Context: an optimization exercise on an open-source flow, tuned for a short achievable clock period and few clock cycles per item. The choices shown serve that exercise and are no tape-out recipe.
Function was checked by simulation only, so behaviour that the tests miss may differ from the original.
The flow treats the clock pin as an ideal source, which a real chip does not have.
No activity file was given, so power comes from the tool's default toggle rates.

Setup of run 1:
==> flow/design.v (excerpt) <==
module se15(
input           clk,
input           rst,
input           write,
input    [11:0] addr,
input    [31:0] lfsrdin,
input           pushin,
input     [7:0] datain,
input    [31:0] entrophy,
output          pushout,
output   [31:0] dataout
);
reg        i_push, i_ld;
reg [15:0] i_ahi, i_alo;
reg [31:0] i_din;
reg  [7:0] i_data;
reg [31:0] i_ent;
always @(posedge clk or posedge rst)
  if (rst) begin i_push <= 1'b0; i_ld <= 1'b0; end
  else begin i_push <= pushin; i_ld <= write & ~pushin & (addr[11:8] == 4'h0); end
always @(posedge clk) begin
  i_ahi <= 16'd1 << addr[7:4];
  i_alo <= 16'd1 << addr[3:0];
  i_din <= lfsrdin; i_data <= datain; i_ent <= entrophy;
end
reg  [100:0] en, ld;
reg         d_push;
reg  [31:0] d_din;
reg   [7:0] d_data;
reg  [31:0] d_ent;
wire [100:0] hit;
assign hit[0] = i_ld & i_ahi[6] & i_alo[8];  
assign hit[1] = i_ld & i_ahi[6] & i_alo[9];  
assign hit[2] = i_ld & i_ahi[6] & i_alo[10];  
assign hit[3] = i_ld & i_ahi[6] & i_alo[11];  
assign hit[4] = i_ld & i_ahi[6] & i_alo[12];  
assign hit[5] = i_ld & i_ahi[7] & i_alo[1];  
assign hit[6] = i_ld & i_ahi[7] & i_alo[2];  
assign hit[7] = i_ld & i_ahi[7] & i_alo[3];  
  ...
Settings: LEC_CHECK=0, CAP_MARGIN=50, CORE_MARGIN=2, CORE_UTILIZATION=50, CTS_CLUSTER_DIAMETER=60, CTS_CLUSTER_SIZE=24, SETUP_SLACK_MARGIN=3.4, SLEW_MARGIN=75; clock period 5.5 ns.
standard.sh (not shown) runs the stock make flow with config.mk's settings and CLKGATE_MAP_FILE= SYNTH_SCRIPT=/design/flow/synth_recipe.tcl, a recipe that flattens the netlist after the stock synthesis.
==> flow/flow/run.sh <==
#!/bin/bash
# Layout: the standard ORFS flow, with its own clock-tree step (flow/post_cts.tcl):
# the clock tree is built from buf_16 cells, the clock port drives the tree's first
# level directly, and the output flip-flops sit next to their port buffers.
set -euo pipefail
HERE=$(pwd)
bash standard.sh finish \
  SKIP_CTS_REPAIR_TIMING=1 \
  POST_CTS_TCL=$HERE/flow/post_cts.tcl \
  CTS_BUF_LIST=sky130_fd_sc_hd__buf_16 > standard.log 2>&1
==> flow/flow/post_cts.tcl <==
# Run after CTS (POST_CTS_TCL, with SKIP_CTS_REPAIR_TIMING=1).
# 2. Put each flip-flop that drives an output port's buffer right next to that buffer.
# 3. Then the usual post-CTS timing repair and legalisation.
set blk [ord::get_db_block]
set clknet [[$blk findBTerm clk] getNet]
set its [$clknet getITerms]
if {[llength $its] == 1} {
  set root [[lindex $its 0] getInst]
  set onet ""
  foreach it [$root getITerms] {
    if {[$it isOutputSignal]} { set onet [$it getNet] }
  }
  if {$onet ne "" && [llength [$onet getITerms]] <= 5} {
    puts "post_cts: removing clock root buffer [$root getName]"
    foreach it [$onet getITerms] {
      if {[$it getInst] != $root} { $it disconnect; $it connect $clknet }
    }
    odb::dbInst_destroy $root
    odb::dbNet_destroy $onet
  }
}

foreach bt [$blk getBTerms] {
  if {[$bt getIoType] ne "OUTPUT"} { continue }
  set pnet [$bt getNet]
  set buf ""
  foreach it [$pnet getITerms] { if {[$it isOutputSignal]} { set buf [$it getInst] } }
  if {$buf eq ""} { continue }
  set inet ""
  foreach it [$buf getITerms] { if {[$it isInputSignal]} { set inet [$it getNet] } }
  if {$inet eq ""} { continue }
  set ff ""
  foreach it [$inet getITerms] { if {[$it isOutputSignal]} { set ff [$it getInst] } }
  if {$ff eq "" || ![[$ff getMaster] isSequential]} { continue }
  if {[llength [$inet getITerms]] != 2} { continue }
  lassign [$buf getLocation] bx by
  puts "post_cts: moving [$ff getName] next to [$buf getName] ([$bt getName])"
  $ff setLocation $bx $by
}
detailed_placement
estimate_parasitics -placement
report_clock_latency
repair_timing_helper
detailed_placement
check_placement -verbose
report_clock_latency
Testbench counts of run 1, summed over its fixed seeds: cycles 24,600, items 24,000.
Relative to run 1, the following input files were edited for run 2:
==> flow/run.sh (new file) <==
#!/bin/bash
# synth_recipe.tcl (not shown) runs the flow's synth.tcl, then flattens the netlist and writes it again
# the make line also repeats each setting of config.mk as NAME=value (left out here)
make -C /OpenROAD-flow-scripts/flow DESIGN_CONFIG=/design/flow/config.mk WORK_HOME=/design/flow/orfs CLKGATE_MAP_FILE= SYNTH_SCRIPT=/design/flow/synth_recipe.tcl finish
==> flow/config.mk <==
export PLATFORM = sky130hd
export DESIGN_NAME = se15
export DESIGN_NICKNAME = se15
export VERILOG_FILES = /design/flow/design.v
export SDC_FILE = /design/flow/constraint.sdc
export NUM_CORES = 8
export LEC_CHECK = 0
export CAP_MARGIN = 60
export CORE_MARGIN = 2
export CORE_UTILIZATION = 55
export CTS_CLUSTER_DIAMETER = 60
export CTS_CLUSTER_SIZE = 20
export SETUP_SLACK_MARGIN = 3.2
export SLEW_MARGIN = 60
removed: flow/flow/run.sh
removed: flow/flow/post_cts.tcl
removed: flow/standard.sh
==> results.txt <==
- Re met1 track demand over resource in global routing: run 1 and run 2 aren't equal, and the higher value belongs to run 2.
- Run 1 has a lower pin count of the biggest net entering global routing than run 2.
- Run 2 against run 1; length of routed met3 wiring is up by a little under 10%.
- Between run 1 and run 2, the first-pass GRT wire length is lower for run 2.
- On share of power burned in combinational logic, run 1 and run 2 are basically level.
- Lower total design power among run 1 and run 2: run 2
- Per the comparison of run 2 with run 1, internal cell power saw a decrease; final area saw a decrease.
Modified inputs, run 3 compared to run 2
==> flow/flow/run.sh (new file) <==
#!/bin/bash
# Layout: the standard ORFS flow, with its own clock-tree step (flow/post_cts.tcl):
# the clock tree is built from buf_16 cells, the clock port drives the tree's first
# level directly, and the output flip-flops sit next to their port buffers.
set -euo pipefail
HERE=$(pwd)
bash standard.sh finish \
  SKIP_CTS_REPAIR_TIMING=1 \
  POST_CTS_TCL=$HERE/flow/post_cts.tcl \
  CTS_BUF_LIST=sky130_fd_sc_hd__buf_16 > standard.log 2>&1
==> flow/flow/post_cts.tcl (new file) <==
# Run after CTS (POST_CTS_TCL, with SKIP_CTS_REPAIR_TIMING=1).
# 2. Put each flip-flop that drives an output port's buffer right next to that buffer.
# 3. Then the usual post-CTS timing repair and legalisation.
set blk [ord::get_db_block]
set clknet [[$blk findBTerm clk] getNet]
set its [$clknet getITerms]
if {[llength $its] == 1} {
  set root [[lindex $its 0] getInst]
  set onet ""
  foreach it [$root getITerms] {
    if {[$it isOutputSignal]} { set onet [$it getNet] }
  }
  if {$onet ne "" && [llength [$onet getITerms]] <= 5} {
    puts "post_cts: removing clock root buffer [$root getName]"
    foreach it [$onet getITerms] {
      if {[$it getInst] != $root} { $it disconnect; $it connect $clknet }
    }
    odb::dbInst_destroy $root
    odb::dbNet_destroy $onet
  }
}

foreach bt [$blk getBTerms] {
  if {[$bt getIoType] ne "OUTPUT"} { continue }
  set pnet [$bt getNet]
  set buf ""
  foreach it [$pnet getITerms] { if {[$it isOutputSignal]} { set buf [$it getInst] } }
  if {$buf eq ""} { continue }
  set inet ""
  foreach it [$buf getITerms] { if {[$it isInputSignal]} { set inet [$it getNet] } }
  if {$inet eq ""} { continue }
  set ff ""
  foreach it [$inet getITerms] { if {[$it isOutputSignal]} { set ff [$it getInst] } }
  if {$ff eq "" || ![[$ff getMaster] isSequential]} { continue }
  if {[llength [$inet getITerms]] != 2} { continue }
  lassign [$buf getLocation] bx by
  puts "post_cts: moving [$ff getName] next to [$buf getName] ([$bt getName])"
  $ff setLocation $bx $by
}
detailed_placement
estimate_parasitics -placement
report_clock_latency
repair_timing_helper
detailed_placement
check_placement -verbose
report_clock_latency
==> flow/standard.sh (new file) <==
#!/bin/bash
# synth_recipe.tcl (not shown) runs the flow's synth.tcl, then flattens the netlist and writes it again
# the make line also repeats each setting of config.mk as NAME=value (left out here)
make -C /OpenROAD-flow-scripts/flow DESIGN_CONFIG=/design/flow/config.mk WORK_HOME=/design/flow/orfs CLKGATE_MAP_FILE= SYNTH_SCRIPT=/design/flow/synth_recipe.tcl "${@:-finish}"
-- flow/config.mk --
<<< run 2, line 11
export CTS_CLUSTER_DIAMETER = 60
export CTS_CLUSTER_SIZE = 20
export SETUP_SLACK_MARGIN = 3.2
export SLEW_MARGIN = 60
>>> run 3, line 11
export CTS_CLUSTER_DIAMETER = 60
export CTS_CLUSTER_SIZE = 20
export SETUP_SLACK_MARGIN = 3.4
export SLEW_MARGIN = 60
removed: flow/run.sh
## What came out
- The core utilization of run 3 exceeds that of run 2 by 0.60 points.
- Sequential cell area: run 3 vs run 2 — no meaningful difference
- | post-layout total power | higher: run 3 |
- Area of all placed cells without fillers in run 3 is 0.98% higher than in run 2
- Number of clock-tree buffers in the layout: run 3 vs run 2 down 42
- Run 2 -> run 3: multi-input gate area in the final layout flat
- Compared to run 2, run 3 has design internal power about 5% higher.
- Relative to run 2, worst setup slack has increased by 0.26 ns in run 3.

[static timing again, ports no longer ideal]
The flow's constraints put no driver on any port. The routed layouts listed below were extracted and timed again, unchanged, in two steps. Step 1: set_driving_cell puts a clkbuf_16 on clk and a buf_2 on each other input, an assumption about the parent block. Step 2 moves the port delays by t, midway between the first and last clock arrival at a register: inputs arrive t later, outputs are due t later. That takes back most of the time a late clock gives input paths. Three values: ideal ports, drivers, drivers and shift; two values: the first two.
run | t, ns | slack for setup (ns) | worst hold slack (ns) | latest minus earliest clock arrival (ns) | pins driven straight from the clock port
run 1 | 0.951 | 3.170 / 2.925 / 2.696 | 0.313 / 0.313 / 0.313 | 0.103 / 0.103 | 4
run 2 | 1.091 | 2.902 / 2.777 / 2.354 | 0.303 / 0.303 / 0.303 | 0.061 / 0.061 | 1
run 3 | 0.920 | 3.167 / 2.934 / 2.704 | 0.325 / 0.325 / 0.325 | 0.061 / 0.061 | 4
After both steps every run listed still meets setup and hold. For run 2, which loses most, drivers alone change the setup slack by -0.125 ns; drivers and shift together by -0.548 ns. The worst setup slack also covers recovery checks on asynchronous resets.
